This is an optimization exercise on Yosys and OpenROAD, whose aim is small area and a short achievable clock period, not a production implementation. Function was not checked in any run shown here: the RTL went through the layout flow alone. No activity file was given, so power comes from the tool's default toggle rates.

[flow/run.sh]
#!/bin/bash
# The standard layout, except that the port buffers are buf_2 cells rather
# than the delay cells buffer_ports picks by default.  Every port still gets
# its buffer.  make's full output goes to flow.log; ORFS keeps each step's log
# under orfs/logs/.
set -euo pipefail
export BUFFER_PORTS_ARGS="-buffer_cell sky130_fd_sc_hd__buf_2"
bash ./standard.sh > flow.log 2>&1
[standard.sh]
#!/bin/bash
# synth_recipe.tcl (not shown) runs the flow's synth.tcl, then flattens the netlist and writes it again
# the make line also repeats each setting of config.mk as NAME=value (left out here)
make -C /OpenROAD-flow-scripts/flow DESIGN_CONFIG=/design/flow/config.mk WORK_HOME=/design/flow/orfs CLKGATE_MAP_FILE= SYNTH_SCRIPT=/design/flow/synth_recipe.tcl "${@:-finish}"
[config.mk]
export PLATFORM = sky130hd
export DESIGN_NAME = fft_computer
export DESIGN_NICKNAME = fft_computer
export VERILOG_FILES = /design/flow/design.v
export SDC_FILE = /design/flow/constraint.sdc
export NUM_CORES = 4
export LEC_CHECK = 0
export CAP_MARGIN = 20
export CORE_MARGIN = 2
export CORE_UTILIZATION = 75
export CTS_CLUSTER_DIAMETER = 80
export CTS_CLUSTER_SIZE = 22
export SLEW_MARGIN = 20
[constraint.sdc]
create_clock -name core_clock -period 10.0 [get_ports {i_clk}]
set_input_delay 2.0000 -clock core_clock [delete_from_list [all_inputs] [get_ports {i_clk}]]
set_output_delay 2.0000 -clock core_clock [all_outputs]
set_load 0.01 [all_outputs]
[design.v]
module output_fifo(
  input              i_clk,
  input  [15:0]      i_we,
  input  [31:0]      i_wdata,
  output [32*16-1:0] o_taps
);
genvar i;
generate
    for (i = 0; i < 128; i = i + 1) begin : g_w
        reg [31:0] w;
    end
    for (i = 0; i < 128; i = i + 1) begin : g_sh
        if (i % 8 == 0) begin : g_wr
            always @(posedge i_clk)
                g_w[i].w <= i_we[i/8] ? i_wdata : g_w[(i+1)%128].w;
        end else begin : g_mv
            always @(posedge i_clk)
                g_w[i].w <= g_w[(i+1)%128].w;
        end
    end
    for (i = 0; i < 16; i = i + 1) begin : g_tap
        assign o_taps[32*i +: 32] = g_w[8*i+4].w;
    end
endgenerate
endmodule
module mulitiplier(
input             i_clk,
input      [31:0] i_data,
input      [31:0] i_acc,
output reg [31:0] o_r0,
output reg [31:0] o_r1,
output reg [31:0] o_r2
);
wire pp0 = i_data[0] & i_data[1];
wire pp1 = i_data[0] & i_data[2];
wire pp2 = i_data[0] & i_data[3];
wire pp3 = i_data[0] & i_data[4];
wire pp4 = i_data[0] & i_data[5];
wire pp5 = i_data[0] & i_data[6];
wire pp6 = i_data[0] & i_data[7];
wire pp7 = i_data[0] & i_data[8];
wire pp8 = i_data[0] & i_data[9];
wire pp9 = i_data[0] & i_data[10];
wire pp10 = i_data[0] & i_data[11];
wire pp11 = i_data[0] & i_data[12];
wire pp12 = i_data[0] & i_data[13];
wire pp13 = i_data[0] & i_data[14];
wire pp14 = i_data[15] & i_data[0];
wire pp15 = i_data[1] & i_data[2];
wire pp16 = i_data[1] & i_data[3];
wire pp17 = i_data[1] & i_data[4];
wire pp18 = i_data[1] & i_data[5];
wire pp19 = i_data[1] & i_data[6];
wire pp20 = i_data[1] & i_data[7];
wire pp21 = i_data[1] & i_data[8];
wire pp22 = i_data[1] & i_data[9];
wire pp23 = i_data[1] & i_data[10];
wire pp24 = i_data[1] & i_data[11];
wire pp25 = i_data[1] & i_data[12];
wire pp26 = i_data[1] & i_data[13];
wire pp27 = i_data[1] & i_data[14];
wire pp28 = i_data[15] & i_data[1];
wire pp29 = i_data[2] & i_data[3];
wire pp30 = i_data[2] & i_data[4];
wire pp31 = i_data[2] & i_data[5];
wire pp32 = i_data[2] & i_data[6];
wire pp33 = i_data[2] & i_data[7];
wire pp34 = i_data[2] & i_data[8];
wire pp35 = i_data[2] & i_data[9];
wire pp36 = i_data[2] & i_data[10];
wire pp37 = i_data[2] & i_data[11];
wire pp38 = i_data[2] & i_data[12];
wire pp39 = i_data[2] & i_data[13];
wire pp40 = i_data[2] & i_data[14];
wire pp41 = i_data[15] & i_data[2];
wire pp42 = i_data[3] & i_data[4];
wire pp43 = i_data[3] & i_data[5];
wire pp44 = i_data[3] & i_data[6];
wire pp45 = i_data[3] & i_data[7];
wire pp46 = i_data[3] & i_data[8];
wire pp47 = i_data[3] & i_data[9];
wire pp48 = i_data[3] & i_data[10];
wire pp49 = i_data[3] & i_data[11];
wire pp50 = i_data[3] & i_data[12];
wire pp51 = i_data[3] & i_data[13];
wire pp52 = i_data[3] & i_data[14];
wire pp53 = i_data[15] & i_data[3];
wire pp54 = i_data[4] & i_data[5];
wire pp55 = i_data[4] & i_data[6];
wire pp56 = i_data[4] & i_data[7];
wire pp57 = i_data[4] & i_data[8];
wire pp58 = i_data[4] & i_data[9];
wire pp59 = i_data[4] & i_data[10];
wire pp60 = i_data[4] & i_data[11];
wire pp61 = i_data[4] & i_data[12];
wire pp62 = i_data[4] & i_data[13];
wire pp63 = i_data[4] & i_data[14];
wire pp64 = i_data[15] & i_data[4];
wire pp65 = i_data[5] & i_data[6];
wire pp66 = i_data[5] & i_data[7];
wire pp67 = i_data[5] & i_data[8];
wire pp68 = i_data[5] & i_data[9];
wire pp69 = i_data[5] & i_data[10];
wire pp70 = i_data[5] & i_data[11];
wire pp71 = i_data[5] & i_data[12];
wire pp72 = i_data[5] & i_data[13];
wire pp73 = i_data[5] & i_data[14];
wire pp74 = i_data[15] & i_data[5];
wire pp75 = i_data[6] & i_data[7];
wire pp76 = i_data[6] & i_data[8];
wire pp77 = i_data[6] & i_data[9];
wire pp78 = i_data[6] & i_data[10];
wire pp79 = i_data[6] & i_data[11];
wire pp80 = i_data[6] & i_data[12];
wire pp81 = i_data[6] & i_data[13];
wire pp82 = i_data[6] & i_data[14];
wire pp83 = i_data[15] & i_data[6];
wire pp84 = i_data[7] & i_data[8];
wire pp85 = i_data[7] & i_data[9];
wire pp86 = i_data[7] & i_data[10];
wire pp87 = i_data[7] & i_data[11];
wire pp88 = i_data[7] & i_data[12];
wire pp89 = i_data[7] & i_data[13];
wire pp90 = i_data[7] & i_data[14];
wire pp91 = i_data[15] & i_data[7];
wire pp92 = i_data[8] & i_data[9];
wire pp93 = i_data[8] & i_data[10];
wire pp94 = i_data[8] & i_data[11];
wire pp95 = i_data[8] & i_data[12];
wire pp96 = i_data[8] & i_data[13];
wire pp97 = i_data[8] & i_data[14];
wire pp98 = i_data[15] & i_data[8];
wire pp99 = i_data[9] & i_data[10];
wire pp100 = i_data[9] & i_data[11];
wire pp101 = i_data[9] & i_data[12];
wire pp102 = i_data[9] & i_data[13];
wire pp103 = i_data[9] & i_data[14];
wire pp104 = i_data[15] & i_data[9];
wire pp105 = i_data[10] & i_data[11];
wire pp106 = i_data[10] & i_data[12];
wire pp107 = i_data[10] & i_data[13];
wire pp108 = i_data[10] & i_data[14];
wire pp109 = i_data[15] & i_data[10];
wire pp110 = i_data[11] & i_data[12];
wire pp111 = i_data[11] & i_data[13];
wire pp112 = i_data[11] & i_data[14];
wire pp113 = i_data[15] & i_data[11];
wire pp114 = i_data[12] & i_data[13];
wire pp115 = i_data[12] & i_data[14];
wire pp116 = i_data[15] & i_data[12];
wire pp117 = i_data[13] & i_data[14];
wire pp118 = i_data[15] & i_data[13];
wire pp119 = i_data[15] & i_data[14];
wire pp120 = i_data[16] & i_data[17];
wire pp121 = i_data[16] & i_data[18];
wire pp122 = i_data[16] & i_data[19];
wire pp123 = i_data[16] & i_data[20];
wire pp124 = i_data[16] & i_data[21];
wire pp125 = i_data[16] & i_data[22];
wire pp126 = i_data[16] & i_data[23];
wire pp127 = i_data[16] & i_data[24];
wire pp128 = i_data[16] & i_data[25];
wire pp129 = i_data[16] & i_data[26];
wire pp130 = i_data[16] & i_data[27];
wire pp131 = i_data[16] & i_data[28];
wire pp132 = i_data[16] & i_data[29];
wire pp133 = i_data[16] & i_data[30];
wire pp134 = i_data[31] & i_data[16];
wire pp135 = i_data[17] & i_data[18];
wire pp136 = i_data[17] & i_data[19];
wire pp137 = i_data[17] & i_data[20];
wire pp138 = i_data[17] & i_data[21];
wire pp139 = i_data[17] & i_data[22];
wire pp140 = i_data[17] & i_data[23];
wire pp141 = i_data[17] & i_data[24];
wire pp142 = i_data[17] & i_data[25];
wire pp143 = i_data[17] & i_data[26];
wire pp144 = i_data[17] & i_data[27];
wire pp145 = i_data[17] & i_data[28];
wire pp146 = i_data[17] & i_data[29];
wire pp147 = i_data[17] & i_data[30];
wire pp148 = i_data[31] & i_data[17];
wire pp149 = i_data[18] & i_data[19];
wire pp150 = i_data[18] & i_data[20];
wire pp151 = i_data[18] & i_data[21];
wire pp152 = i_data[18] & i_data[22];
wire pp153 = i_data[18] & i_data[23];
wire pp154 = i_data[18] & i_data[24];
wire pp155 = i_data[18] & i_data[25];
wire pp156 = i_data[18] & i_data[26];
wire pp157 = i_data[18] & i_data[27];
wire pp158 = i_data[18] & i_data[28];
wire pp159 = i_data[18] & i_data[29];
wire pp160 = i_data[18] & i_data[30];
wire pp161 = i_data[31] & i_data[18];
wire pp162 = i_data[19] & i_data[20];
wire pp163 = i_data[19] & i_data[21];
wire pp164 = i_data[19] & i_data[22];
wire pp165 = i_data[19] & i_data[23];
wire pp166 = i_data[19] & i_data[24];
wire pp167 = i_data[19] & i_data[25];
wire pp168 = i_data[19] & i_data[26];
wire pp169 = i_data[19] & i_data[27];
wire pp170 = i_data[19] & i_data[28];
wire pp171 = i_data[19] & i_data[29];
wire pp172 = i_data[19] & i_data[30];
wire pp173 = i_data[31] & i_data[19];
wire pp174 = i_data[20] & i_data[21];
wire pp175 = i_data[20] & i_data[22];
wire pp176 = i_data[20] & i_data[23];
wire pp177 = i_data[20] & i_data[24];
wire pp178 = i_data[20] & i_data[25];
wire pp179 = i_data[20] & i_data[26];
wire pp180 = i_data[20] & i_data[27];
wire pp181 = i_data[20] & i_data[28];
wire pp182 = i_data[20] & i_data[29];
wire pp183 = i_data[20] & i_data[30];
wire pp184 = i_data[31] & i_data[20];
wire pp185 = i_data[21] & i_data[22];
wire pp186 = i_data[21] & i_data[23];
wire pp187 = i_data[21] & i_data[24];
wire pp188 = i_data[21] & i_data[25];
wire pp189 = i_data[21] & i_data[26];
wire pp190 = i_data[21] & i_data[27];
wire pp191 = i_data[21] & i_data[28];
wire pp192 = i_data[21] & i_data[29];
wire pp193 = i_data[21] & i_data[30];
wire pp194 = i_data[31] & i_data[21];
wire pp195 = i_data[22] & i_data[23];
wire pp196 = i_data[22] & i_data[24];
wire pp197 = i_data[22] & i_data[25];
wire pp198 = i_data[22] & i_data[26];
wire pp199 = i_data[22] & i_data[27];
wire pp200 = i_data[22] & i_data[28];
wire pp201 = i_data[22] & i_data[29];
wire pp202 = i_data[22] & i_data[30];
wire pp203 = i_data[31] & i_data[22];
wire pp204 = i_data[23] & i_data[24];
wire pp205 = i_data[23] & i_data[25];
wire pp206 = i_data[23] & i_data[26];
wire pp207 = i_data[23] & i_data[27];
wire pp208 = i_data[23] & i_data[28];
wire pp209 = i_data[23] & i_data[29];
wire pp210 = i_data[23] & i_data[30];
wire pp211 = i_data[31] & i_data[23];
wire pp212 = i_data[24] & i_data[25];
wire pp213 = i_data[24] & i_data[26];
wire pp214 = i_data[24] & i_data[27];
wire pp215 = i_data[24] & i_data[28];
wire pp216 = i_data[24] & i_data[29];
wire pp217 = i_data[24] & i_data[30];
wire pp218 = i_data[31] & i_data[24];
wire pp219 = i_data[25] & i_data[26];
wire pp220 = i_data[25] & i_data[27];
wire pp221 = i_data[25] & i_data[28];
wire pp222 = i_data[25] & i_data[29];
wire pp223 = i_data[25] & i_data[30];
wire pp224 = i_data[31] & i_data[25];
wire pp225 = i_data[26] & i_data[27];
wire pp226 = i_data[26] & i_data[28];
wire pp227 = i_data[26] & i_data[29];
wire pp228 = i_data[26] & i_data[30];
wire pp229 = i_data[31] & i_data[26];
wire pp230 = i_data[27] & i_data[28];
wire pp231 = i_data[27] & i_data[29];
wire pp232 = i_data[27] & i_data[30];
wire pp233 = i_data[31] & i_data[27];
wire pp234 = i_data[28] & i_data[29];
wire pp235 = i_data[28] & i_data[30];
wire pp236 = i_data[31] & i_data[28];
wire pp237 = i_data[29] & i_data[30];
wire pp238 = i_data[31] & i_data[29];
wire pp239 = i_data[31] & i_data[30];
wire t1 = i_acc[10] ^ i_data[21] ^ i_data[5];
wire t2 = (i_acc[10] & i_data[21]) | (i_acc[10] & i_data[5]) | (i_data[21] & i_data[5]);
wire t3 = i_acc[11] ^ pp109;
wire t4 = i_acc[11] & pp109;
wire t5 = i_acc[12] ^ i_data[22] ^ i_data[6];
wire t6 = (i_acc[12] & i_data[22]) | (i_acc[12] & i_data[6]) | (i_data[22] & i_data[6]);
wire t7 = pp10 ^ pp113 ^ pp130;
wire t8 = (pp10 & pp113) | (pp10 & pp130) | (pp113 & pp130);
wire t9 = pp143 ^ pp155;
wire t10 = pp143 & pp155;
wire t11 = i_acc[13] ^ pp11 ^ pp116;
wire t12 = (i_acc[13] & pp11) | (i_acc[13] & pp116) | (pp11 & pp116);
wire t13 = pp131 ^ pp144 ^ pp156;
wire t14 = (pp131 & pp144) | (pp131 & pp156) | (pp144 & pp156);
wire t15 = pp167 ^ pp177;
wire t16 = pp167 & pp177;
wire t17 = i_acc[14] ^ i_data[23] ^ i_data[7];
wire t18 = (i_acc[14] & i_data[23]) | (i_acc[14] & i_data[7]) | (i_data[23] & i_data[7]);
wire t19 = pp118 ^ pp12 ^ pp132;
wire t20 = (pp118 & pp12) | (pp118 & pp132) | (pp12 & pp132);
wire t21 = pp145 ^ pp157 ^ pp168;
wire t22 = (pp145 & pp157) | (pp145 & pp168) | (pp157 & pp168);
wire t23 = pp178 ^ pp187 ^ pp195;
wire t24 = (pp178 & pp187) | (pp178 & pp195) | (pp187 & pp195);
wire t25 = pp238 ^ pp25;
wire t26 = pp238 & pp25;
wire t27 = i_acc[15] ^ pp119 ^ pp13;
wire t28 = (i_acc[15] & pp119) | (i_acc[15] & pp13) | (pp119 & pp13);
wire t29 = pp133 ^ pp146 ^ pp158;
wire t30 = (pp133 & pp146) | (pp133 & pp158) | (pp146 & pp158);
wire t31 = pp169 ^ pp179 ^ pp188;
wire t32 = (pp169 & pp179) | (pp169 & pp188) | (pp179 & pp188);
wire t33 = pp196 ^ pp239 ^ pp26;
wire t34 = (pp196 & pp239) | (pp196 & pp26) | (pp239 & pp26);
wire t35 = pp38 ^ pp49;
wire t36 = pp38 & pp49;
wire t37 = i_acc[16] ^ i_data[24] ^ i_data[8];
wire t38 = (i_acc[16] & i_data[24]) | (i_acc[16] & i_data[8]) | (i_data[24] & i_data[8]);
wire t39 = pp147 ^ pp159 ^ pp170;
wire t40 = (pp147 & pp159) | (pp147 & pp170) | (pp159 & pp170);
wire t41 = pp180 ^ pp189 ^ pp197;
wire t42 = (pp180 & pp189) | (pp180 & pp197) | (pp189 & pp197);
wire t43 = pp204 ^ pp27 ^ pp39;
wire t44 = (pp204 & pp27) | (pp204 & pp39) | (pp27 & pp39);
wire t45 = pp50 ^ pp60;
wire t46 = pp50 & pp60;
wire t47 = i_acc[17] ^ pp160 ^ pp171;
wire t48 = (i_acc[17] & pp160) | (i_acc[17] & pp171) | (pp160 & pp171);
wire t49 = pp181 ^ pp190 ^ pp198;
wire t50 = (pp181 & pp190) | (pp181 & pp198) | (pp190 & pp198);
wire t51 = pp205 ^ pp40;
wire t52 = pp205 & pp40;
wire t53 = i_acc[18] ^ i_data[25] ^ i_data[9];
wire t54 = (i_acc[18] & i_data[25]) | (i_acc[18] & i_data[9]) | (i_data[25] & i_data[9]);
wire t55 = pp172 ^ pp182 ^ pp191;
wire t56 = (pp172 & pp182) | (pp172 & pp191) | (pp182 & pp191);
wire t57 = pp199 ^ pp206;
wire t58 = pp199 & pp206;
wire t59 = i_acc[19] ^ pp183;
wire t60 = i_acc[19] & pp183;
wire t61 = i_acc[20] ^ i_data[10];
wire t62 = i_acc[20] & i_data[10];
wire t63 = i_acc[6] ^ i_data[19] ^ i_data[3];
wire t64 = (i_acc[6] & i_data[19]) | (i_acc[6] & i_data[3]) | (i_data[19] & i_data[3]);
wire t65 = i_acc[7] ^ pp125;
wire t66 = i_acc[7] & pp125;
wire t67 = i_acc[8] ^ i_data[20] ^ i_data[4];
wire t68 = (i_acc[8] & i_data[20]) | (i_acc[8] & i_data[4]) | (i_data[20] & i_data[4]);
wire t69 = pp126 ^ pp139 ^ pp151;
wire t70 = (pp126 & pp139) | (pp126 & pp151) | (pp139 & pp151);
wire t71 = pp162 ^ pp19;
wire t72 = pp162 & pp19;
wire t73 = i_acc[9] ^ pp127 ^ pp140;
wire t74 = (i_acc[9] & pp127) | (i_acc[9] & pp140) | (pp127 & pp140);
wire t75 = pp152 ^ pp163 ^ pp20;
wire t76 = (pp152 & pp163) | (pp152 & pp20) | (pp163 & pp20);
wire t77 = pp218 ^ pp32;
wire t78 = pp218 & pp32;
wire t79 = pp104 ^ pp128 ^ pp141;
wire t80 = (pp104 & pp128) | (pp104 & pp141) | (pp128 & pp141);
wire t81 = pp153 ^ pp164 ^ pp174;
wire t82 = (pp153 & pp164) | (pp153 & pp174) | (pp164 & pp174);
wire t83 = pp21 ^ pp224 ^ pp33;
wire t84 = (pp21 & pp224) | (pp21 & pp33) | (pp224 & pp33);
wire t85 = pp44 ^ pp54;
wire t86 = pp44 & pp54;
wire t87 = pp129 ^ pp142 ^ pp154;
wire t88 = (pp129 & pp142) | (pp129 & pp154) | (pp142 & pp154);
wire t89 = pp165 ^ pp175 ^ pp22;
wire t90 = (pp165 & pp175) | (pp165 & pp22) | (pp175 & pp22);
wire t91 = pp229 ^ pp34 ^ pp45;
wire t92 = (pp229 & pp34) | (pp229 & pp45) | (pp34 & pp45);
wire t93 = pp55 ^ pp9 ^ t2;
wire t94 = (pp55 & pp9) | (pp55 & t2) | (pp9 & t2);
wire t95 = pp166 ^ pp176 ^ pp185;
wire t96 = (pp166 & pp176) | (pp166 & pp185) | (pp176 & pp185);
wire t97 = pp23 ^ pp233 ^ pp35;
wire t98 = (pp23 & pp233) | (pp23 & pp35) | (pp233 & pp35);
wire t99 = pp46 ^ pp56 ^ pp65;
wire t100 = (pp46 & pp56) | (pp46 & pp65) | (pp56 & pp65);
wire t101 = t4 ^ t5 ^ t7;
wire t102 = (t4 & t5) | (t4 & t7) | (t5 & t7);
wire t103 = pp186 ^ pp236 ^ pp24;
wire t104 = (pp186 & pp236) | (pp186 & pp24) | (pp236 & pp24);
wire t105 = pp36 ^ pp47 ^ pp57;
wire t106 = (pp36 & pp47) | (pp36 & pp57) | (pp47 & pp57);
wire t107 = pp66 ^ t10 ^ t11;
wire t108 = (pp66 & t10) | (pp66 & t11) | (t10 & t11);
wire t109 = t13 ^ t15 ^ t6;
wire t110 = (t13 & t15) | (t13 & t6) | (t15 & t6);
wire t111 = pp37 ^ pp48 ^ pp58;
wire t112 = (pp37 & pp48) | (pp37 & pp58) | (pp48 & pp58);
wire t113 = pp67 ^ pp75 ^ t12;
wire t114 = (pp67 & pp75) | (pp67 & t12) | (pp75 & t12);
wire t115 = t14 ^ t16 ^ t17;
wire t116 = (t14 & t16) | (t14 & t17) | (t16 & t17);
wire t117 = t19 ^ t21 ^ t23;
wire t118 = (t19 & t21) | (t19 & t23) | (t21 & t23);
wire t119 = pp59 ^ pp68 ^ pp76;
wire t120 = (pp59 & pp68) | (pp59 & pp76) | (pp68 & pp76);
wire t121 = t18 ^ t20 ^ t22;
wire t122 = (t18 & t20) | (t18 & t22) | (t20 & t22);
wire t123 = t24 ^ t26 ^ t27;
wire t124 = (t24 & t26) | (t24 & t27) | (t26 & t27);
wire t125 = t29 ^ t31 ^ t33;
wire t126 = (t29 & t31) | (t29 & t33) | (t31 & t33);
wire t127 = pp69 ^ pp77 ^ pp84;
wire t128 = (pp69 & pp77) | (pp69 & pp84) | (pp77 & pp84);
wire t129 = t28 ^ t30 ^ t32;
wire t130 = (t28 & t30) | (t28 & t32) | (t30 & t32);
wire t131 = t34 ^ t36 ^ t37;
wire t132 = (t34 & t36) | (t34 & t37) | (t36 & t37);
wire t133 = t39 ^ t41 ^ t43;
wire t134 = (t39 & t41) | (t39 & t43) | (t41 & t43);
wire t135 = pp51 ^ pp61 ^ pp70;
wire t136 = (pp51 & pp61) | (pp51 & pp70) | (pp61 & pp70);
wire t137 = pp78 ^ pp85 ^ t38;
wire t138 = (pp78 & pp85) | (pp78 & t38) | (pp85 & t38);
wire t139 = t40 ^ t42 ^ t44;
wire t140 = (t40 & t42) | (t40 & t44) | (t42 & t44);
wire t141 = t46 ^ t47 ^ t49;
wire t142 = (t46 & t47) | (t46 & t49) | (t47 & t49);
wire t143 = pp212 ^ pp52 ^ pp62;
wire t144 = (pp212 & pp52) | (pp212 & pp62) | (pp52 & pp62);
wire t145 = pp71 ^ pp79 ^ pp86;
wire t146 = (pp71 & pp79) | (pp71 & pp86) | (pp79 & pp86);
wire t147 = pp92 ^ t48 ^ t50;
wire t148 = (pp92 & t48) | (pp92 & t50) | (t48 & t50);
wire t149 = t52 ^ t53 ^ t55;
wire t150 = (t52 & t53) | (t52 & t55) | (t53 & t55);
wire t151 = pp192 ^ pp200 ^ pp207;
wire t152 = (pp192 & pp200) | (pp192 & pp207) | (pp200 & pp207);
wire t153 = pp213 ^ pp63 ^ pp72;
wire t154 = (pp213 & pp63) | (pp213 & pp72) | (pp63 & pp72);
wire t155 = pp80 ^ pp87 ^ pp93;
wire t156 = (pp80 & pp87) | (pp80 & pp93) | (pp87 & pp93);
wire t157 = t54 ^ t56 ^ t58;
wire t158 = (t54 & t56) | (t54 & t58) | (t56 & t58);
wire t159 = i_data[26] ^ pp193 ^ pp201;
wire t160 = (i_data[26] & pp193) | (i_data[26] & pp201) | (pp193 & pp201);
wire t161 = pp208 ^ pp214 ^ pp219;
wire t162 = (pp208 & pp214) | (pp208 & pp219) | (pp214 & pp219);
wire t163 = pp73 ^ pp81 ^ pp88;
wire t164 = (pp73 & pp81) | (pp73 & pp88) | (pp81 & pp88);
wire t165 = pp94 ^ pp99 ^ t60;
wire t166 = (pp94 & pp99) | (pp94 & t60) | (pp99 & t60);
wire t167 = i_acc[21] ^ pp100 ^ pp202;
wire t168 = (i_acc[21] & pp100) | (i_acc[21] & pp202) | (pp100 & pp202);
wire t169 = pp209 ^ pp215 ^ pp220;
wire t170 = (pp209 & pp215) | (pp209 & pp220) | (pp215 & pp220);
wire t171 = pp82 ^ pp89;
wire t172 = pp82 & pp89;
wire t173 = i_acc[22] ^ i_data[11] ^ i_data[27];
wire t174 = (i_acc[22] & i_data[11]) | (i_acc[22] & i_data[27]) | (i_data[11] & i_data[27]);
wire t175 = pp101 ^ pp105 ^ pp210;
wire t176 = (pp101 & pp105) | (pp101 & pp210) | (pp105 & pp210);
wire t177 = pp216 ^ pp221;
wire t178 = pp216 & pp221;
wire t179 = i_acc[23] ^ pp102;
wire t180 = i_acc[23] & pp102;
wire t181 = i_acc[24] ^ i_data[12];
wire t182 = i_acc[24] & i_data[12];
wire t183 = i_acc[2] ^ i_data[17];
wire t184 = i_acc[2] & i_data[17];
wire t185 = i_acc[4] ^ i_data[18] ^ i_data[2];
wire t186 = (i_acc[4] & i_data[18]) | (i_acc[4] & i_data[2]) | (i_data[18] & i_data[2]);
wire t187 = pp122 ^ pp135;
wire t188 = pp122 & pp135;
wire t189 = i_acc[5] ^ pp123 ^ pp136;
wire t190 = (i_acc[5] & pp123) | (i_acc[5] & pp136) | (pp123 & pp136);
wire t191 = pp16 ^ pp184;
wire t192 = pp16 & pp184;
wire t193 = pp124 ^ pp137 ^ pp149;
wire t194 = (pp124 & pp137) | (pp124 & pp149) | (pp137 & pp149);
wire t195 = pp17 ^ pp194 ^ pp29;
wire t196 = (pp17 & pp194) | (pp17 & pp29) | (pp194 & pp29);
wire t197 = pp4 ^ pp74;
wire t198 = pp4 & pp74;
wire t199 = pp138 ^ pp150 ^ pp18;
wire t200 = (pp138 & pp150) | (pp138 & pp18) | (pp150 & pp18);
wire t201 = pp203 ^ pp30 ^ pp5;
wire t202 = (pp203 & pp30) | (pp203 & pp5) | (pp30 & pp5);
wire t203 = pp83 ^ t64 ^ t65;
wire t204 = (pp83 & t64) | (pp83 & t65) | (t64 & t65);
wire t205 = pp211 ^ pp31 ^ pp42;
wire t206 = (pp211 & pp31) | (pp211 & pp42) | (pp31 & pp42);
wire t207 = pp6 ^ pp91 ^ t66;
wire t208 = (pp6 & pp91) | (pp6 & t66) | (pp91 & t66);
wire t209 = t67 ^ t69 ^ t71;
wire t210 = (t67 & t69) | (t67 & t71) | (t69 & t71);
wire t211 = pp43 ^ pp7 ^ pp98;
wire t212 = (pp43 & pp7) | (pp43 & pp98) | (pp7 & pp98);
wire t213 = t68 ^ t70 ^ t72;
wire t214 = (t68 & t70) | (t68 & t72) | (t70 & t72);
wire t215 = t73 ^ t75 ^ t77;
wire t216 = (t73 & t75) | (t73 & t77) | (t75 & t77);
wire t217 = pp8 ^ t1 ^ t74;
wire t218 = (pp8 & t1) | (pp8 & t74) | (t1 & t74);
wire t219 = t76 ^ t78 ^ t79;
wire t220 = (t76 & t78) | (t76 & t79) | (t78 & t79);
wire t221 = t81 ^ t83 ^ t85;
wire t222 = (t81 & t83) | (t81 & t85) | (t83 & t85);
wire t223 = t3 ^ t80 ^ t82;
wire t224 = (t3 & t80) | (t3 & t82) | (t80 & t82);
wire t225 = t84 ^ t86 ^ t87;
wire t226 = (t84 & t86) | (t84 & t87) | (t86 & t87);
wire t227 = t89 ^ t91 ^ t93;
wire t228 = (t89 & t91) | (t89 & t93) | (t91 & t93);
wire t229 = t88 ^ t9 ^ t90;
wire t230 = (t88 & t9) | (t88 & t90) | (t9 & t90);
wire t231 = t92 ^ t95 ^ t97;
wire t232 = (t92 & t95) | (t92 & t97) | (t95 & t97);
wire t233 = t99 ^ t101 ^ t94;
wire t234 = (t99 & t101) | (t99 & t94) | (t101 & t94);
wire t235 = t100 ^ t103 ^ t105;
wire t236 = (t100 & t103) | (t100 & t105) | (t103 & t105);
wire t237 = t8 ^ t96 ^ t98;
wire t238 = (t8 & t96) | (t8 & t98) | (t96 & t98);
wire t239 = t102 ^ t107 ^ t109;
wire t240 = (t102 & t107) | (t102 & t109) | (t107 & t109);
wire t241 = t104 ^ t106 ^ t111;
wire t242 = (t104 & t106) | (t104 & t111) | (t106 & t111);
wire t243 = t25 ^ t108 ^ t110;
wire t244 = (t25 & t108) | (t25 & t110) | (t108 & t110);
wire t245 = t113 ^ t115 ^ t117;
wire t246 = (t113 & t115) | (t113 & t117) | (t115 & t117);
wire t247 = t112 ^ t119 ^ t35;
wire t248 = (t112 & t119) | (t112 & t35) | (t119 & t35);
wire t249 = t114 ^ t116 ^ t118;
wire t250 = (t114 & t116) | (t114 & t118) | (t116 & t118);
wire t251 = t121 ^ t123 ^ t125;
wire t252 = (t121 & t123) | (t121 & t125) | (t123 & t125);
wire t253 = t120 ^ t127 ^ t45;
wire t254 = (t120 & t127) | (t120 & t45) | (t127 & t45);
wire t255 = t122 ^ t124 ^ t126;
wire t256 = (t122 & t124) | (t122 & t126) | (t124 & t126);
wire t257 = t129 ^ t131 ^ t133;
wire t258 = (t129 & t131) | (t129 & t133) | (t131 & t133);
wire t259 = t128 ^ t135 ^ t51;
wire t260 = (t128 & t135) | (t128 & t51) | (t135 & t51);
wire t261 = t130 ^ t132 ^ t134;
wire t262 = (t130 & t132) | (t130 & t134) | (t132 & t134);
wire t263 = t137 ^ t139 ^ t141;
wire t264 = (t137 & t139) | (t137 & t141) | (t139 & t141);
wire t265 = t136 ^ t143 ^ t145;
wire t266 = (t136 & t143) | (t136 & t145) | (t143 & t145);
wire t267 = t57 ^ t138 ^ t140;
wire t268 = (t57 & t138) | (t57 & t140) | (t138 & t140);
wire t269 = t142 ^ t147 ^ t149;
wire t270 = (t142 & t147) | (t142 & t149) | (t147 & t149);
wire t271 = t144 ^ t146 ^ t151;
wire t272 = (t144 & t146) | (t144 & t151) | (t146 & t151);
wire t273 = t153 ^ t155 ^ t59;
wire t274 = (t153 & t155) | (t153 & t59) | (t155 & t59);
wire t275 = t148 ^ t150 ^ t157;
wire t276 = (t148 & t150) | (t148 & t157) | (t150 & t157);
wire t277 = t152 ^ t154 ^ t156;
wire t278 = (t152 & t154) | (t152 & t156) | (t154 & t156);
wire t279 = t159 ^ t161 ^ t163;
wire t280 = (t159 & t161) | (t159 & t163) | (t161 & t163);
wire t281 = t61 ^ t158 ^ t165;
wire t282 = (t61 & t158) | (t61 & t165) | (t158 & t165);
wire t283 = pp95 ^ t160 ^ t162;
wire t284 = (pp95 & t160) | (pp95 & t162) | (t160 & t162);
wire t285 = t164 ^ t167 ^ t169;
wire t286 = (t164 & t167) | (t164 & t169) | (t167 & t169);
wire t287 = t171 ^ t62 ^ t166;
wire t288 = (t171 & t62) | (t171 & t166) | (t62 & t166);
wire t289 = pp225 ^ pp90 ^ pp96;
wire t290 = (pp225 & pp90) | (pp225 & pp96) | (pp90 & pp96);
wire t291 = t168 ^ t170 ^ t172;
wire t292 = (t168 & t170) | (t168 & t172) | (t170 & t172);
wire t293 = t173 ^ t175 ^ t177;
wire t294 = (t173 & t175) | (t173 & t177) | (t175 & t177);
wire t295 = pp106 ^ pp217 ^ pp222;
wire t296 = (pp106 & pp217) | (pp106 & pp222) | (pp217 & pp222);
wire t297 = pp226 ^ pp97 ^ t174;
wire t298 = (pp226 & pp97) | (pp226 & t174) | (pp97 & t174);
wire t299 = t176 ^ t178 ^ t179;
wire t300 = (t176 & t178) | (t176 & t179) | (t178 & t179);
wire t301 = i_data[28] ^ pp103 ^ pp107;
wire t302 = (i_data[28] & pp103) | (i_data[28] & pp107) | (pp103 & pp107);
wire t303 = pp110 ^ pp223 ^ pp227;
wire t304 = (pp110 & pp223) | (pp110 & pp227) | (pp223 & pp227);
wire t305 = pp230 ^ t180 ^ t181;
wire t306 = (pp230 & t180) | (pp230 & t181) | (t180 & t181);
wire t307 = i_acc[25] ^ pp108 ^ pp111;
wire t308 = (i_acc[25] & pp108) | (i_acc[25] & pp111) | (pp108 & pp111);
wire t309 = pp228 ^ pp231;
wire t310 = pp228 & pp231;
wire t311 = i_acc[26] ^ i_data[13] ^ i_data[29];
wire t312 = (i_acc[26] & i_data[13]) | (i_acc[26] & i_data[29]) | (i_data[13] & i_data[29]);
wire t313 = pp112 ^ pp114;
wire t314 = pp112 & pp114;
wire t315 = i_acc[0] ^ i_data[0];
wire t316 = i_acc[0] & i_data[0];
wire t317 = i_data[1] ^ pp0 ^ pp120;
wire t318 = (i_data[1] & pp0) | (i_data[1] & pp120) | (pp0 & pp120);
wire t319 = i_acc[3] ^ pp1 ^ pp121;
wire t320 = (i_acc[3] & pp1) | (i_acc[3] & pp121) | (pp1 & pp121);
wire t321 = pp161 ^ pp41;
wire t322 = pp161 & pp41;
wire t323 = pp15 ^ pp173 ^ pp2;
wire t324 = (pp15 & pp173) | (pp15 & pp2) | (pp173 & pp2);
wire t325 = pp53 ^ t185 ^ t187;
wire t326 = (pp53 & t185) | (pp53 & t187) | (t185 & t187);
wire t327 = pp3 ^ pp64 ^ t186;
wire t328 = (pp3 & pp64) | (pp3 & t186) | (pp64 & t186);
wire t329 = t188 ^ t189 ^ t191;
wire t330 = (t188 & t189) | (t188 & t191) | (t189 & t191);
wire t331 = t190 ^ t192 ^ t193;
wire t332 = (t190 & t192) | (t190 & t193) | (t192 & t193);
wire t333 = t195 ^ t197 ^ t63;
wire t334 = (t195 & t197) | (t195 & t63) | (t197 & t63);
wire t335 = t194 ^ t196 ^ t198;
wire t336 = (t194 & t196) | (t194 & t198) | (t196 & t198);
wire t337 = t199 ^ t201 ^ t203;
wire t338 = (t199 & t201) | (t199 & t203) | (t201 & t203);
wire t339 = t200 ^ t202 ^ t205;
wire t340 = (t200 & t202) | (t200 & t205) | (t202 & t205);
wire t341 = t204 ^ t207 ^ t209;
wire t342 = (t204 & t207) | (t204 & t209) | (t207 & t209);
wire t343 = t206 ^ t211 ^ t208;
wire t344 = (t206 & t211) | (t206 & t208) | (t211 & t208);
wire t345 = t210 ^ t213 ^ t215;
wire t346 = (t210 & t213) | (t210 & t215) | (t213 & t215);
wire t347 = t212 ^ t214 ^ t216;
wire t348 = (t212 & t214) | (t212 & t216) | (t214 & t216);
wire t349 = t217 ^ t219 ^ t221;
wire t350 = (t217 & t219) | (t217 & t221) | (t219 & t221);
wire t351 = t218 ^ t220 ^ t222;
wire t352 = (t218 & t220) | (t218 & t222) | (t220 & t222);
wire t353 = t223 ^ t225 ^ t227;
wire t354 = (t223 & t225) | (t223 & t227) | (t225 & t227);
wire t355 = t224 ^ t226 ^ t229;
wire t356 = (t224 & t226) | (t224 & t229) | (t226 & t229);
wire t357 = t231 ^ t228 ^ t233;
wire t358 = (t231 & t228) | (t231 & t233) | (t228 & t233);
wire t359 = t230 ^ t232 ^ t235;
wire t360 = (t230 & t232) | (t230 & t235) | (t232 & t235);
wire t361 = t237 ^ t234 ^ t239;
wire t362 = (t237 & t234) | (t237 & t239) | (t234 & t239);
wire t363 = t236 ^ t238 ^ t241;
wire t364 = (t236 & t238) | (t236 & t241) | (t238 & t241);
wire t365 = t240 ^ t243 ^ t245;
wire t366 = (t240 & t243) | (t240 & t245) | (t243 & t245);
wire t367 = t242 ^ t247 ^ t244;
wire t368 = (t242 & t247) | (t242 & t244) | (t247 & t244);
wire t369 = t246 ^ t249 ^ t251;
wire t370 = (t246 & t249) | (t246 & t251) | (t249 & t251);
wire t371 = t248 ^ t253 ^ t250;
wire t372 = (t248 & t253) | (t248 & t250) | (t253 & t250);
wire t373 = t252 ^ t255 ^ t257;
wire t374 = (t252 & t255) | (t252 & t257) | (t255 & t257);
wire t375 = t254 ^ t259 ^ t256;
wire t376 = (t254 & t259) | (t254 & t256) | (t259 & t256);
wire t377 = t258 ^ t261 ^ t263;
wire t378 = (t258 & t261) | (t258 & t263) | (t261 & t263);
wire t379 = t260 ^ t265 ^ t262;
wire t380 = (t260 & t265) | (t260 & t262) | (t265 & t262);
wire t381 = t264 ^ t267 ^ t269;
wire t382 = (t264 & t267) | (t264 & t269) | (t267 & t269);
wire t383 = t266 ^ t271 ^ t273;
wire t384 = (t266 & t271) | (t266 & t273) | (t271 & t273);
wire t385 = t268 ^ t270 ^ t275;
wire t386 = (t268 & t270) | (t268 & t275) | (t270 & t275);
wire t387 = t272 ^ t274 ^ t277;
wire t388 = (t272 & t274) | (t272 & t277) | (t274 & t277);
wire t389 = t279 ^ t276 ^ t281;
wire t390 = (t279 & t276) | (t279 & t281) | (t276 & t281);
wire t391 = t278 ^ t280 ^ t283;
wire t392 = (t278 & t280) | (t278 & t283) | (t280 & t283);
wire t393 = t285 ^ t282 ^ t287;
wire t394 = (t285 & t282) | (t285 & t287) | (t282 & t287);
wire t395 = t289 ^ t284 ^ t286;
wire t396 = (t289 & t284) | (t289 & t286) | (t284 & t286);
wire t397 = t291 ^ t293 ^ t288;
wire t398 = (t291 & t293) | (t291 & t288) | (t293 & t288);
wire t399 = t290 ^ t295 ^ t292;
wire t400 = (t290 & t295) | (t290 & t292) | (t295 & t292);
wire t401 = t294 ^ t297 ^ t299;
wire t402 = (t294 & t297) | (t294 & t299) | (t297 & t299);
wire t403 = t296 ^ t301 ^ t303;
wire t404 = (t296 & t301) | (t296 & t303) | (t301 & t303);
wire t405 = t298 ^ t300 ^ t305;
wire t406 = (t298 & t300) | (t298 & t305) | (t300 & t305);
wire t407 = t182 ^ t302 ^ t304;
wire t408 = (t182 & t302) | (t182 & t304) | (t302 & t304);
wire t409 = t307 ^ t309 ^ t306;
wire t410 = (t307 & t309) | (t307 & t306) | (t309 & t306);
wire t411 = pp232 ^ pp234 ^ t308;
wire t412 = (pp232 & pp234) | (pp232 & t308) | (pp234 & t308);
wire t413 = t310 ^ t311 ^ t313;
wire t414 = (t310 & t311) | (t310 & t313) | (t311 & t313);
wire t415 = i_acc[27] ^ pp115 ^ pp235;
wire t416 = (i_acc[27] & pp115) | (i_acc[27] & pp235) | (pp115 & pp235);
wire t417 = t312 ^ t314;
wire t418 = t312 & t314;
wire t419 = i_acc[28] ^ i_data[14] ^ i_data[30];
wire t420 = (i_acc[28] & i_data[14]) | (i_acc[28] & i_data[30]) | (i_data[14] & i_data[30]);
wire t421 = pp117 ^ pp237;
wire t422 = pp117 & pp237;
wire t423 = i_data[15] ^ i_data[16];
wire t424 = i_data[15] & i_data[16];
wire t425 = i_acc[1] ^ pp134 ^ pp14;
wire t426 = (i_acc[1] & pp134) | (i_acc[1] & pp14) | (pp134 & pp14);
wire t427 = pp148 ^ pp28 ^ t183;
wire t428 = (pp148 & pp28) | (pp148 & t183) | (pp28 & t183);
wire t429 = t184 ^ t318 ^ t319;
wire t430 = (t184 & t318) | (t184 & t319) | (t318 & t319);
wire t431 = t320 ^ t322 ^ t323;
wire t432 = (t320 & t322) | (t320 & t323) | (t322 & t323);
wire t433 = t324 ^ t326 ^ t327;
wire t434 = (t324 & t326) | (t324 & t327) | (t326 & t327);
wire t435 = t328 ^ t330 ^ t331;
wire t436 = (t328 & t330) | (t328 & t331) | (t330 & t331);
wire t437 = t332 ^ t334 ^ t335;
wire t438 = (t332 & t334) | (t332 & t335) | (t334 & t335);
wire t439 = t336 ^ t339 ^ t338;
wire t440 = (t336 & t339) | (t336 & t338) | (t339 & t338);
wire t441 = t340 ^ t342 ^ t343;
wire t442 = (t340 & t342) | (t340 & t343) | (t342 & t343);
wire t443 = t344 ^ t346 ^ t347;
wire t444 = (t344 & t346) | (t344 & t347) | (t346 & t347);
wire t445 = t348 ^ t350 ^ t351;
wire t446 = (t348 & t350) | (t348 & t351) | (t350 & t351);
wire t447 = t352 ^ t355 ^ t354;
wire t448 = (t352 & t355) | (t352 & t354) | (t355 & t354);
wire t449 = t356 ^ t359 ^ t358;
wire t450 = (t356 & t359) | (t356 & t358) | (t359 & t358);
wire t451 = t360 ^ t363 ^ t362;
wire t452 = (t360 & t363) | (t360 & t362) | (t363 & t362);
wire t453 = t364 ^ t366 ^ t367;
wire t454 = (t364 & t366) | (t364 & t367) | (t366 & t367);
wire t455 = t368 ^ t370 ^ t371;
wire t456 = (t368 & t370) | (t368 & t371) | (t370 & t371);
wire t457 = t372 ^ t374 ^ t375;
wire t458 = (t372 & t374) | (t372 & t375) | (t374 & t375);
wire t459 = t376 ^ t378 ^ t379;
wire t460 = (t376 & t378) | (t376 & t379) | (t378 & t379);
wire t461 = t383 ^ t380 ^ t382;
wire t462 = (t383 & t380) | (t383 & t382) | (t380 & t382);
wire t463 = t384 ^ t387 ^ t386;
wire t464 = (t384 & t387) | (t384 & t386) | (t387 & t386);
wire t465 = t388 ^ t391 ^ t390;
wire t466 = (t388 & t391) | (t388 & t390) | (t391 & t390);
wire t467 = t392 ^ t395 ^ t394;
wire t468 = (t392 & t395) | (t392 & t394) | (t395 & t394);
wire t469 = t396 ^ t399 ^ t401;
wire t470 = (t396 & t399) | (t396 & t401) | (t399 & t401);
wire t471 = t403 ^ t400 ^ t402;
wire t472 = (t403 & t400) | (t403 & t402) | (t400 & t402);
wire t473 = t404 ^ t407 ^ t406;
wire t474 = (t404 & t407) | (t404 & t406) | (t407 & t406);
wire t475 = t408 ^ t411 ^ t413;
wire t476 = (t408 & t411) | (t408 & t413) | (t411 & t413);
wire t477 = t415 ^ t412 ^ t414;
wire t478 = (t415 & t412) | (t415 & t414) | (t412 & t414);
wire t479 = t416 ^ t419 ^ t421;
wire t480 = (t416 & t419) | (t416 & t421) | (t419 & t421);
wire t481 = i_acc[29] ^ t420;
wire t482 = i_acc[29] & t420;
always @(posedge i_clk) begin
    o_r0 <= {i_acc[31], t482, t480, t478, t476, t474, t472, t470, t468, t466, t464, t462, t460, t458, t456, t454, t452, t450, t448, t446, t444, t442, t440, t438, t436, t434, t432, t430, t428, t426, t424, t423};
    o_r1 <= {1'b0, i_acc[30], t481, t479, t477, t475, t473, t471, t469, t467, t465, t463, t461, t459, t457, t455, t453, t451, t449, t447, t445, t443, t441, t439, t437, t435, t433, t431, t429, t427, t425, i_data[31]};
    o_r2 <= {1'b0, 1'b0, t422, t418, t417, t410, t409, t405, t398, t397, t393, t389, t385, t381, t377, t373, t369, t365, t361, t357, t353, t349, t345, t341, t337, t333, t329, t325, t321, t317, t316, t315};
end
endmodule
module output_ctrl(
input         i_clk,
input         i_rst_n,
input         i_in_v,
input         i_busy,
output        o_fire,
output [3:0]  o_oj,
input  [29:0] i_rd,
input         i_cap,
input  [29:0] i_sum,
output [31:0] o_data,
output reg    o_data_valid,
input         i_data_ready
);
reg  [8:0]  nin;                
reg         act;                
reg  [6:0]  rc;                 
reg  [6:0]  ooff;               
reg         fe;                 
reg  [29:0] od;
wire        xfer = o_data_valid & i_data_ready & ~fe;    
assign      o_fire = act & ~o_data_valid & ~fe & ~i_busy & (ooff[2:0] == 3'd0);
assign      o_oj   = ooff[6:3];
always @(posedge i_clk) begin
    if (!i_rst_n) begin
        nin          <= 9'd0;
        act          <= 1'b0;
        rc           <= 7'd0;
        ooff         <= 7'd123;
        fe           <= 1'b0;
        o_data_valid <= 1'b0;
    end else begin
        if (i_in_v)
            nin <= nin + 9'd1;
        fe <= o_fire;
        if (fe)
            o_data_valid <= 1'b1;
        else if (xfer) begin
            o_data_valid <= 1'b0;
            rc <= rc + 7'd1;
            if (rc == 7'd127)
                act <= 1'b0;
        end
        if (!xfer)
            ooff <= ooff - 7'd1;
        if (i_in_v & (nin == 9'd511)) begin
            act          <= 1'b1;
            o_data_valid <= 1'b1;
        end
    end
    od <= fe ? i_rd : i_cap ? i_sum : od;
end
assign o_data = {od[29], od[29], od};
endmodule
module fft_computer(
input        i_clk,
input        i_rst_n,
input        i_data_valid,
input [31:0] i_data,
output       o_data_ready,
output       o_data_valid,
output [31:0]o_data,
input        i_data_ready
);
assign o_data_ready = 1'b1;
reg [31:0] dl [0:7];
reg [7:0]  dv;
reg [8:0]  pc;                  
reg [6:0]  off;                 
wire       take = (|dv) & (off[2:0] == 3'd0);
wire [7:0] old;                 
genvar k;
generate
    for (k = 0; k < 8; k = k + 1) begin : g_old
        if (k == 7) begin : g_top
            assign old[k] = dv[k];
        end else begin : g_low
            assign old[k] = dv[k] & ~(|dv[7:k+1]);
        end
    end
endgenerate
reg [31:0] psel;
integer m;
always @(*) begin
    psel = 32'd0;
    for (m = 0; m < 8; m = m + 1)
        psel = psel | (dl[m] & {32{old[m]}});
end
wire [8:0] pc_n  = take ? pc + 9'd1 : pc;
wire [6:0] off_n = take ? off : off - 7'd1;
wire       busy  = (off_n[2:0] == 3'd0) & (pc_n[8:7] != 2'd0);    
wire       fire;                
wire [3:0] oj;                  
reg        go1, cap1, racc;
reg [3:0]  j1;
reg [15:0] rsel;                
reg [31:0] pd;
always @(posedge i_clk) begin
    dl[0] <= {i_data[31], i_data[30:16] ^ {15{i_data[31]}},
              i_data[15], i_data[14:0]  ^ {15{i_data[15]}}};
    for (m = 1; m < 8; m = m + 1)
        dl[m] <= dl[m-1];
    if (!i_rst_n) begin
        dv   <= 8'd0;
        pc   <= 9'd0;
        off  <= 7'd124;
        go1  <= 1'b0;
        cap1 <= 1'b0;
        racc <= 1'b0;
        rsel <= 16'd0;
    end else begin
        dv <= {dv[6:0] & ~(old[6:0] & {7{take}}), i_data_valid};
        pc   <= pc_n;
        off  <= off_n;
        go1  <= take;
        cap1 <= take & (pc == 9'd384);
        racc <= busy;
        rsel <= busy ? (16'd1 << off_n[6:3]) : fire ? (16'd1 << oj) : 16'd0;
    end
    j1 <= off[6:3];
    pd <= psel;
end
wire [32*16-1:0] rtap;           
reg  [31:0]      rdm;
always @(*) begin
    rdm = 32'd0;
    for (m = 0; m < 16; m = m + 1)
        rdm = rdm | (rtap[32*m +: 32] & {32{rsel[m]}});
end
reg  [31:0]      rd;             
always @(posedge i_clk)
    rd <= rdm & {32{racc}};
wire [31:0] pr0, pr1, pr2;      
mulitiplier mult (
    .i_clk(i_clk),
    .i_data(pd),
    .i_acc(rd),
    .o_r0(pr0),
    .o_r1(pr1),
    .o_r2(pr2)
);
wire [31:0] psum;
adder3 add (
    .i_a(pr0),
    .i_b(pr1),
    .i_c(pr2),
    .o_s(psum)
);
reg        go2, go3, cap2, cap3;
reg [3:0]  j2, j3;
reg [31:0] sum;
always @(posedge i_clk) begin
    go2  <= i_rst_n & go1;
    cap2 <= i_rst_n & cap1;
    j2   <= j1;
    go3  <= i_rst_n & go2;
    cap3 <= i_rst_n & cap2;
    j3   <= j2;
    sum <= psum;
end
wire [15:0] we = go3 ? (16'd1 << j3) : 16'd0;
output_fifo ring (
    .i_clk(i_clk),
    .i_we(we),
    .i_wdata(sum),
    .o_taps(rtap)
);
output_ctrl ctrl (
    .i_clk(i_clk),
    .i_rst_n(i_rst_n),
    .i_in_v(dv[0]),
    .i_busy(busy),
    .o_fire(fire),
    .o_oj(oj),
    .i_rd(rdm[31:2]),
    .i_cap(cap3),
    .i_sum(sum[31:2]),
    .o_data(o_data),
    .o_data_valid(o_data_valid),
    .i_data_ready(i_data_ready)
);
endmodule
module adder3(
input  [31:0] i_a,
input  [31:0] i_b,
input  [31:0] i_c,
output [31:0] o_s
);
wire [31:0] x = i_a ^ i_b ^ i_c;
wire [31:0] y = {(i_a[30:0] & i_b[30:0]) | (i_a[30:0] & i_c[30:0]) | (i_b[30:0] & i_c[30:0]), 1'b0};
wire [31:0] g [0:5];
wire [31:0] p [0:5];
assign g[0] = x & y;
assign p[0] = x ^ y;
genvar l, i;
generate
    for (l = 0; l < 5; l = l + 1) begin : g_lvl
        for (i = 0; i < 32; i = i + 1) begin : g_bit
            if (i >= (1 << l)) begin : g_op
                assign g[l+1][i] = g[l][i] | (p[l][i] & g[l][i-(1<<l)]);
                assign p[l+1][i] = p[l][i] & p[l][i-(1<<l)];
            end else begin : g_pass
                assign g[l+1][i] = g[l][i];
                assign p[l+1][i] = p[l][i];
            end
        end
    end
endgenerate
assign o_s = p[0] ^ {g[5][30:0], 1'b0};
endmodule
==> summary.txt, run 1 <==
- Setup violations, final: 0
- H-tree Lvls: 4
- Final Critical Period: 4134 ps
- Drt wl/cell: 24.61 um
- Seq cells post-synth: around 4700
- Top FF cell, synth: dfxtp_1
- Pwr Density: 243.2 mW/mm^2
- First-pass GRT wire length: 344500 um
- Cell with the most instances after synthesis: dfxtp_1
- Ys Warns: 6
- Share of layout cells above drive strength 1: 12.37%
- Clk slew on worst S/H paths: about 90 ps
- Number of global-route vias before repair: 53670
- Clk Latency, worst-skew pair: 870 ps
- Peak VDD IR: just under 200 uV
- CP Max Fanout: 4
- # resized after CTS: 0
- Slew headroom: between 30% and 40%
- CP Launch Type: flip-flop
- Initial drt markers: 3738
- Area Overhead vs Synth: 7.603%
- Hold Crit Class: flip-flop to flip-flop
- Initial Util: 75.61%
- Arr. time, crit path: 4830 ps
- Worst endpoint required time: 10700 ps
- Area after DPL: 0.1177 mm^2
- Critical-path top delay cell: fa_1
- Hold_buf cts: 0
- Die Footprint: 0.1567 mm^2
- Slew Limit Fails: 0
- Async SR Flop Fraction: 0%
- Detailed Route WL: roughly 230000 um
- Cell Area, Synth: 0.1151 mm^2
- Max Fclk: 241.9 MHz
- Ports: 70
- Port bufs: 68
- Clock Path Buffers: 3
- Core region area: about 0.15 mm^2
- Syn_nets: 7671
- DRT Pass-1 Iters: 8
- Placed cells: 9242
- DR vias: 51610
- Area leader, netlist: dfxtp_1
- Final Instance Area: about 0.12 mm^2
- Cell count after synthesis: 7324
- CP Cell Sequence: fa_1 -> ha_1 -> inv_1 -> fa_1 -> nor2b_1 -> o31ai_1 -> a31oi_1 -> a2111oi_0 -> o31ai_1 -> a31oi_1 -> and4b_1 -> or4_1
- Worst path max stage delay: approximately 500 ps
- Top cell type's share of synthesized area: between 80% and 90%
- Kind of end point of the critical path: flip-flop
- RSZ-0062 raised after global routing: false
- Post-DR vias/cell: 5.420
- Non-Filler Instances: 9522
- Diode count: 0
- Largest net degree at the start of global routing: 67
- P_leak: 50.40 nW
- CTS root buffer: clkbuf_16
- Final period util: 41.34%
- Status: complete, no violations
- Largest cells by area after synthesis: dfxtp_1, mux2_2, fa_1, a22oi_1, inv_1
- Fin nets: between 7000 and 8000
- Setup TNS: 0 ps
- Number of enable flip-flop cells after synthesis: 30
- Yosys cell types: 66
- Die Height: about 400 um
- Sequential element share of the synthesized area: 81.22%
- Final setup margin: 5866 ps
- GR Util All Layers: 30.07%
- Worst slack at placement: 6006 ps
- CTS tree: done
- CTS sink cnt: 4656
- Initial antenna violation count: 3
- Synth cell count leaders: dfxtp_1, mux2_2, inv_1
- Hold Vio Cnt, Final: 0
- Actual slew at the worst max-slew pin: 1040 ps
- RePlAce Congestion: 0.9239
- Die Span X: between 300 and 400 um
- Post-CTS setup buffers: 0
- Placement Rows: approximately 140
- DRT antenna net count: 0
- Clock buffer count from CTS: 230
- Grt total ovfl: 0
- Post-DP HPWL: 130600 um
- DRC violations left: 0
- Syn_area_per_cell: 15.72 um^2
- Filler instances: about 8000
- Max-Cap Viols: 0
- Clock Skew: around 57 ps
- Kind of critical path: flip-flop to flip-flop
flip-flops by register name (all words and copies together), names as in the netlist, 16 cells and up:
| register | cells |
|---|---|
| ring.g_w.w | 4096 |
| dl | 256 |
| mult.o_r0 | 32 |
| pd | 32 |
| rd | 32 |
| sum | 32 |
| mult.o_r1 | 31 |
| ctrl.od | 30 |
| mult.o_r2 | 30 |
| rsel | 16 |
final cells by class:
type | instances | area (um^2) | share of cell area [%]
multi-input cells | 2187 | 19930 | 16.08
inverters | 255 | 957.2 | 0.7726
clock buffers | 262 | 5876 | 4.743
repair buffers | 114 | 685.7 | 0.5535
clock inverters | 18 | 324.1 | 0.2616
well taps | 2030 | 2540 | 2.050
flip-flops and latches | 4656 | 93580 | 75.54
path summary, 6_finish.rpt:
path / from / endpoint / slack, ps / cells past startpoint
worst max-delay path: mult.o_r1[1] / sum[29] / 5870 / 12
worst min-delay path: ring.g_w[11].w[18] / ring.g_w[10].w[18] / 280 / 0
worst max register to register: mult.o_r1[1] / sum[29] / 5870 / 12
worst min register to register: ring.g_w[11].w[18] / ring.g_w[10].w[18] / 280 / 0
layer usage:
metal	share of wire (%)	track usage [%]	up-vias
li1	-	-	23850
met5	0.0055	0	-
met4	2.3	7.353	2
met2	47	48.25	1202
met1	46	44.11	26220
met3	4.4	3.900	332
report_power, final:
part | switching (W) | total [W] | internal, W | leakage [nW]
Clock | 0.00547 | 0.00965 | 0.00418 | 3.00
Combinational | 0.000632 | 0.00104 | 0.000404 | 9.74
Sequential | 0.000562 | 0.0194 | 0.0189 | 37.7
Total | 0.00667 | 0.0301 | 0.0235 | 50.4
kinds of logic after synthesis:
group | synth area share, %
flops | 81.22
simple gates | 3.133
compound gates | 3.444
mux | 5.034
buf+inv | 1.591
fa+ha+maj | 4.951
xor+xnor | 0.6227
other cells | 0.003257
worst max-delay path, delay by kind of cell (launching register included):
kind            cells  cell delay [ps]
buf+inv             1               80
compound gates      5             1510
flops               1              330
simple gates        3              920
fa+ha+maj           3             1120
through the flow:
step | hold slack [ps] | power, W | util (%)
2_1_floorplan | 309.6 | 0.02030 | -
3_3_place_gp | 309.5 | 0.02085 | 77.29
3_5_place_dp | 312.1 | 0.02089 | 77.29
4_1_cts | 279.6 | 0.03021 | 81.36
5_1_grt | 293.0 | 0.03104 | 81.36
6_report | 277.6 | 0.03012 | 81.36
cell usage in the layout, fill, tap and decap left out, drive strengths merged, types with 32 or more instances in the layout:
master	count
xor2	49
ha	70
a22oi	229
dfxtp	4626
o21ai	61
fa	241
xnor2	32
nor2	139
a21oi	62
buf	114
a22o	46
nand3	99
mux2	512
nand2	223
a221oi	81
nor2b	40
and2	142
clkbuf	262
inv	259
==> run 2, diff against run 1 <==
--- a/config.mk
+++ b/config.mk
@@ -9,5 +9,5 @@
 export CORE_MARGIN = 2
 export CORE_UTILIZATION = 75
-export CTS_CLUSTER_DIAMETER = 80
-export CTS_CLUSTER_SIZE = 22
-export SLEW_MARGIN = 20
+export CTS_CLUSTER_DIAMETER = 60
+export CTS_CLUSTER_SIZE = 20
+export SLEW_MARGIN = 50
==> run 2 against run 1 <==
  * Count of clock-buffer cells in the layout increased by 69
  * Critical path type unchanged
  * Die area did not move
  * Largest power group unchanged
  * Clock power increased by 15%
  * Sequential share of layout area shrank 1.1 points
  * Still clean
  * Setup slack worse by 5.2 ps
  * Clock skew up 4.0 ps
  * Final area up 1.5%
==> summary.txt, run 2 <==
- Top reg by flops: ring.g_w.w (unchanged)
- Initial Util: 75.61% (unchanged)
- Initial antenna violation count: 11 (was 3)
- Hold Vio Cnt, Final: 0 (unchanged)
- Drt wl/cell: 25.16 um (was 24.61 um)
- Syn_nets: 7671 (unchanged)
- Actual slew at the worst max-slew pin: 783.6 ps (was 1040 ps)
- Sequential element share of the synthesized area: 81.22% (unchanged)
- Port bufs: 68 (unchanged)
- Core region area: 0.1523 mm^2 (unchanged)
- DR vias: 52370 (was 51610)
- Reg power frac: 61.6% (was 64.5%)
- Initial drt markers: 3976 (was 3738)
- Arr. time, crit path: 4860 ps (was 4830 ps)
- Max-Cap Viols: 0 (unchanged)
- Cell with the most instances after synthesis: dfxtp_1 (unchanged)
- Cell Area, Synth: 0.1151 mm^2 (unchanged)
- Kind of critical path: flip-flop to flip-flop (unchanged)
- Setup violations, final: 0 (unchanged)
- Die Footprint: 0.1567 mm^2 (unchanged)
- Worst endpoint required time: 10720 ps (was 10700 ps)
- H-tree Lvls: 5 (was 4)
- # resized after CTS: 0 (unchanged)
- Area Overhead vs Synth: 9.206% (was 7.603%)
- NetSw: 0.006904 W (was 0.006667 W)
- Hold Crit Class: flip-flop to flip-flop (unchanged)
- CTS tree: done (unchanged)
- Max Fclk: 241.6 MHz (was 241.9 MHz)
- P_leak: 51.30 nW (was 50.40 nW)
- CTS sink cnt: 4656 (unchanged)
- Final period util: 41.39% (was 41.34%)
- Cell count after synthesis: 7324 (unchanged)
- Number of enable flip-flop cells after synthesis: 30 (unchanged)
- Post-CTS setup buffers: 0 (unchanged)
- RePlAce Congestion: 0.9239 (unchanged)
- Number of global-route vias before repair: 55630 (was 53670)
- Die Height: 395.8 um (unchanged)
- CTS root buffer: clkbuf_16 (unchanged)
- CP Max Fanout: 4 (unchanged)
- Largest net degree at the start of global routing: 67 (unchanged)
- Ys Warns: 6 (unchanged)
- Slew headroom: 47.76% (was 30.59%)
- Pwr Density: 251.0 mW/mm^2 (was 243.2 mW/mm^2)
- Hold_buf cts: 0 (unchanged)
- Grt total ovfl: 0 (unchanged)
- M1 GR Usage: 44.22% (was 44.11%)
- Post-DP HPWL: 132400 um (was 130600 um)
- Met2 usage: 50.34% (was 48.25%)
- Clk Latency, worst-skew pair: 900 ps (was 870 ps)
- Status: complete, no violations (unchanged)
- GR Util All Layers: 31.04% (was 30.07%)
- Ports: 70 (unchanged)
- Fin nets: 7859 (was 7791)
- Final Critical Period: 4139 ps (was 4134 ps)
- Peak VDD IR: 219.4 uV (was 194.6 uV)
- Post-DR vias/cell: 5.454 (was 5.420)
- Async SR Flop Fraction: 0% (unchanged)
- Int Pwr: 0.02466 W (was 0.02346 W)
- Yosys cell types: 66 (unchanged)
- Most frequent cells in the layout: dfxtp_1, mux2_2, clkbuf_16 (was dfxtp_1, mux2_2, inv_1)
- Detailed Route WL: 241600 um (was 234400 um)
- Top FF cell, synth: dfxtp_1 (unchanged)
- Kind of end point of the critical path: flip-flop (unchanged)
- Comb power frac: 3.3% (was 3.4%)
- Max reg flops: 4096 (unchanged)
- Share of layout cells above drive strength 1: 13.79% (was 12.37%)
- First-pass GRT wire length: 355800 um (was 344500 um)
- Largest cells by area after synthesis: dfxtp_1, mux2_2, fa_1, a22oi_1, inv_1 (unchanged)
- DRT antenna net count: 0 (unchanged)
- Clock buffer count from CTS: 287 (was 230)
- Util after Layout: 82.57% (was 81.36%)
- Switching share of power: 21.88% (was 22.13%)
- Setup TNS: 0 ps (unchanged)
- Area leader, netlist: dfxtp_1 (unchanged)
- GR Layer Usage met3: 3.974% (was 3.900%)
- Seq cells post-synth: 4656 (unchanged)
- Synth cell count leaders: dfxtp_1, mux2_2, inv_1 (unchanged)
- Clock Power Share: 35.1% (was 32.0%)
- Commonest non-fill, non-tap cell in the layout: dfxtp_1 (unchanged)
- Top flop regs: ring.g_w.w x4096, dl x256 (unchanged)
- CP Launch Type: flip-flop (unchanged)
- Clock Skew: 60.58 ps (was 56.54 ps)
- Placement Rows: 143 (unchanged)
- DRC violations left: 0 (unchanged)
- Top cell type's share of synthesized area: 80.44% (unchanged)
- Syn_area_per_cell: 15.72 um^2 (unchanged)
- DRT Pass-1 Iters: 5 (was 8)
- RSZ-0062 raised after global routing: false (unchanged)
- Clk slew on worst S/H paths: 80 ps (was 90 ps)
- Top Usage Layer GRT: met2 (unchanged)
- Die Span X: 395.8 um (unchanged)
- Clock Path Buffers: 4 (was 3)
- Slew Limit Fails: 0 (unchanged)
==> run 2: cell count changes in the layout (fill, tap and decap cells not counted), moves of 6 or more <==
cell and delta:
buf_4 -21, buf_6 +21, buf_8 +7, clkbuf_16 +65, clkinv_16 -6, dfxtp_1 -37, dfxtp_2 +37
==> run 2: logic make-up (layout without fill, tap and decap cells) <==
group | after synthesis | count (layout) | share of synthesized area [%]
buffers and inverters | 481 | 727 | 1.591
other | 1 | 4 | 0.003257
and+or+nand+nor | 736 | 736 | 3.133
adders and majority gates | 311 | 311 | 4.951
DFF | 4656 | 4656 | 81.22
AOI/OAI and AO/OA | 543 | 543 | 3.444
xor gates and xnor gates | 81 | 81 | 0.6227
muxes | 515 | 515 | 5.034
==> run 2: layer usage <==
layer	share of wire, %	vias to the layer above
met1	45	26470
met5	0.012	-
met3	4.8	479
met4	3.1	4
li1	-	24020
met2	47	1399
==> run 2: area by class of cell <==
class | instances | area (um^2)
Antenna cell | 3 | 7.507
Clock buffer | 331 | 7537
Clock inverter | 16 | 177.7
Fill cell | 7334 | 26530
Inverter | 255 | 957.2
Multi-Input combinational cell | 2187 | 19940
Sequential cell | 4656 | 93620
Tap cell | 2030 | 2540
Timing Repair Buffer | 125 | 949.7
==> run 2: final timing paths <==
| path | from | end | slack (ps) | cells after the start |
|---|---|---|---|---|
| worst max-delay path | mult.o_r1[1] | sum[29] | 5860 | 12 |
| worst max register to register | mult.o_r1[1] | sum[29] | 5860 | 12 |
| worst min register to register | ring.g_w[24].w[18] | ring.g_w[23].w[18] | 280 | 0 |
| worst min-delay path | ring.g_w[24].w[18] | ring.g_w[23].w[18] | 280 | 0 |
==> run 2: power groups by stage <==
stage	Combinational, W	Sequential (W)	Clock [W]
after floorplan	0.000829	0.0195	0
after global placement	0.00101	0.0198	0
after detailed placement	0.00103	0.0199	0
after CTS	0.00105	0.0194	0.0112
after global routing	0.00115	0.0195	0.0118
final	0.00105	0.0194	0.0111
==> run 2: through the flow <==
stage | total power (W) | std cells | hold WS (ps) | cell area, um^2 | setup WS [ps]
global route | 0.03248 | 9600 | 278.5 | 125700 | 5764
floorplan | 0.02030 | 7324 | 309.6 | 115100 | 6737
CTS | 0.03166 | 9600 | 277.3 | 125700 | 5976
detailed placement | 0.02090 | 9253 | 312.1 | 118000 | 6019
finish | 0.03156 | 9603 | 284.1 | 125700 | 5861
global placement | 0.02085 | 9242 | 309.5 | 117700 | 6066
==> run 2: critical path, stage by stage, from the launching register on <==
cell	delay [ps]
dfxtp_1	320
fa_1	520
ha_1	220
inv_1	70
fa_1	400
nor2b_1	180
o31ai_1	120
a31oi_1	480
a2111oi_0	270
o31ai_1	370
a31oi_1	240
and4b_1	260
or4_1	500

==> re-timing with driven ports <==
No port has a modelled driver above. Below, the same layouts with a new extraction and two added sets of constraints.
Step 1, drivers: a clkbuf_16 drives i_clk and a buf_2 each remaining input, both assumed.
Step 2 also shifts input and output timing later by t, the mid clock arrival at the registers, as if the neighbouring blocks saw the same clock.
a / b / c = no drivers / after step 1 / after step 2; a / b = the first two.
run	t (ns)	setup slack, ns	hold WS [ns]	worst slew at a driven data input, ns	pins driven straight from the clock port
run 1	0.925	5.866 / 5.866 / 5.866	0.278 / 0.278 / 0.278	0.04	1
run 2	0.955	5.861 / 5.861 / 5.861	0.284 / 0.284 / 0.284	0.04	1
After both steps every run listed still meets setup and hold.
